Context: an optimization exercise on an open-source flow, tuned for small area and a short achievable clock period. The choices shown serve that exercise and are no tape-out recipe.
Where RTL was checked, it was by simulation tests only, not by an equivalence proof against the original.
No activity file was given, so power comes from the tool's default toggle rates.

==> trial 58: inputs <==
==> flow/design.v (excerpt) <==
module Division(
	input         clock,
	input         start,
	input  [31:0] a,
	input  [31:0] b,
	output reg [31:0] q,
	output reg [31:0] r
);
clock: 6.0 ns
lec_check: 0
cap_margin: 20
core_margin: 2
core_utilization: 40
cts_cluster_diameter: 150
cts_cluster_size: 60
place_density: 0.6
setup_slack_margin: 3.9
slew_margin: 20
synth_hierarchical: 1
synth_minimum_keep_size: 0
standard.sh (not shown) runs the stock make flow with config.mk's settings and CLKGATE_MAP_FILE= SYNTH_SCRIPT=/design/flow/synth_recipe.tcl, a recipe that flattens the netlist after the stock synthesis.
==> flow/flow/run.sh <==
#!/bin/bash
# Standard ORFS layout (the standard.sh) with these changes:
#  - the port buffers are the smallest buffer (buf_1) instead of the one buffer_ports picks;
#  - the full-adder extraction step in synthesis is skipped, so ABC maps the adder logic itself;
#  - ABC sizes cells for a 1 fF load instead of 5 fF (smaller cells; the placer's repair sizes up).
# Each tool's output goes to the logs under orfs/logs; make's output goes to standard.log.
export BUFFER_PORTS_ARGS="-buffer_cell sky130_fd_sc_hd__buf_1"
export ADDER_MAP_FILE=
bash standard.sh ABC_LOAD_IN_FF=1 finish > standard.log 2>&1
==> trial 50 (differences from trial 58) <==
--- a/flow/design.v
+++ b/flow/design.v
@@ -202,20 +202,21 @@
   div_xor dx28 (.a(t[28]), .b(G5_27), .y(nd[28]));
   div_xorn dx29 (.a(t[29]), .b(G5_28), .y(nd[29]));
   div_xor dx30 (.a(t[30]), .b(G5_29), .y(nd[30]));
   div_xor dx31 (.a(t[31]), .b(G5_30), .y(nd[31]));
   wire en   = run & ~start;
   wire hold = ~run & ~start;
-  wire gs   = en & ge;
+  wire ngs;             
   wire [31:0] rn, qn, ny;
   wire [31:0] qs = {q[30:0], ge};
+  div_gsel ugs (.r31(r[31]), .g(c[31]), .en(en), .ngs(ngs));
   genvar i;
   generate
     for (i = 0; i < 32; i = i + 1) begin : sel
       div_sel2n uy (.s0(en), .d0(x[i]), .s1(hold), .d1(r[i]), .y(ny[i]));
-      div_mux2i ur (.s(gs), .a1n(nd[i]), .a0n(ny[i]), .y(rn[i]));
+      div_mux2i ur (.s(ngs), .a1n(ny[i]), .a0n(nd[i]), .y(rn[i]));
       div_sel3  uq (.s0(start), .d0(a[i]), .s1(en), .d1(qs[i]), .s2(hold), .d2(q[i]), .y(qn[i]));
     end
   endgenerate
   always @(posedge clock) begin
     bq  <= b;
     r   <= rn;
@@ -238,12 +239,15 @@
 module div_xorn(input a, input b, output y);
   assign y = ~(a ^ b);
 endmodule
 module div_sel2n(input s0, input d0, input s1, input d1, output y);
   assign y = ~((s0 & d0) | (s1 & d1));
 endmodule
+module div_gsel(input r31, input g, input en, output ngs);
+  assign ngs = ~(en & (r31 | g));
+endmodule
 module div_mux2i(input s, input a1n, input a0n, output y);
   assign y = ~(s ? a1n : a0n);
 endmodule
 module div_sel3(input s0, input d0, input s1, input d1, input s2, input d2, output y);
   assign y = (s0 & d0) | (s1 & d1) | (s2 & d2);
 endmodule
==> flow/config.mk (replaced) <==
export PLATFORM = sky130hd
export DESIGN_NAME = Division
export DESIGN_NICKNAME = Division
export VERILOG_FILES = /design/flow/design.v
export SDC_FILE = /design/flow/constraint.sdc
export NUM_CORES = 4
export LEC_CHECK = 0
export CAP_MARGIN = 20
export CORE_MARGIN = 2
export CORE_UTILIZATION = 40
export PLACE_DENSITY = 0.6
export SETUP_SLACK_MARGIN = 3.8
export SLEW_MARGIN = 20
export SYNTH_HIERARCHICAL = 1
export SYNTH_MINIMUM_KEEP_SIZE = 0
==> comparison table <==
metric	trial 58	trial 50
Power consumed by the clock network	573 uW	589 uW
Worst setup slack for register-to-register paths	3.98 ns	3.88 ns
Worst flop-to-flop path endpoint	r[2]	r[12]
Sequential share of the synthesized area	41.8%	41.8%
Routing usage on met3	5.35%	6.67%
Combinational cell power	162 uW	145 uW
Result of the run	complete, no violations	complete, no violations
Part of the total power dissipated in combinational logic	11.1%	9.8%
Launching element of the worst setup path	q[29]	r[31]
Via count of the first global-routing pass	4,230	3,996
Biggest fanout along the worst timing path	3	4
Power Sequential	729 uW	743 uW
Comb_multi_in	375	372
The RTL of trial 50 was laid out without a check of its function.

[port drivers added, routing unchanged]
No port has a modelled driver above. Below, the same layouts with a new extraction and two added sets of constraints.
Step 1: set_driving_cell puts a clkbuf_16 on clock and a buf_2 on each other input, an assumption about the parent block.
Step 2 times the ports against the registers' clock, not the clock port: input delays grow and output delays shrink by t, the midpoint of the rising clock arrivals with the driver on.
Slacks: ideal ports / drivers / drivers and shift; pairs: ideal ports / drivers.
run | t, ns | slack for setup (ns) | hold WS [ns] | latest minus earliest clock arrival (ns)
trial 58 | 0.386 | 3.923 / 3.885 / 3.600 | 0.478 / 0.478 / 0.478 | 0.009 / 0.009
trial 50 | 0.394 | 3.843 / 3.802 / 3.544 | 0.498 / 0.498 / 0.498 | 0.007 / 0.008
After both steps every run listed still meets setup and hold. For trial 58, which loses most, drivers alone change the setup slack by -0.038 ns; drivers and shift together by -0.323 ns.
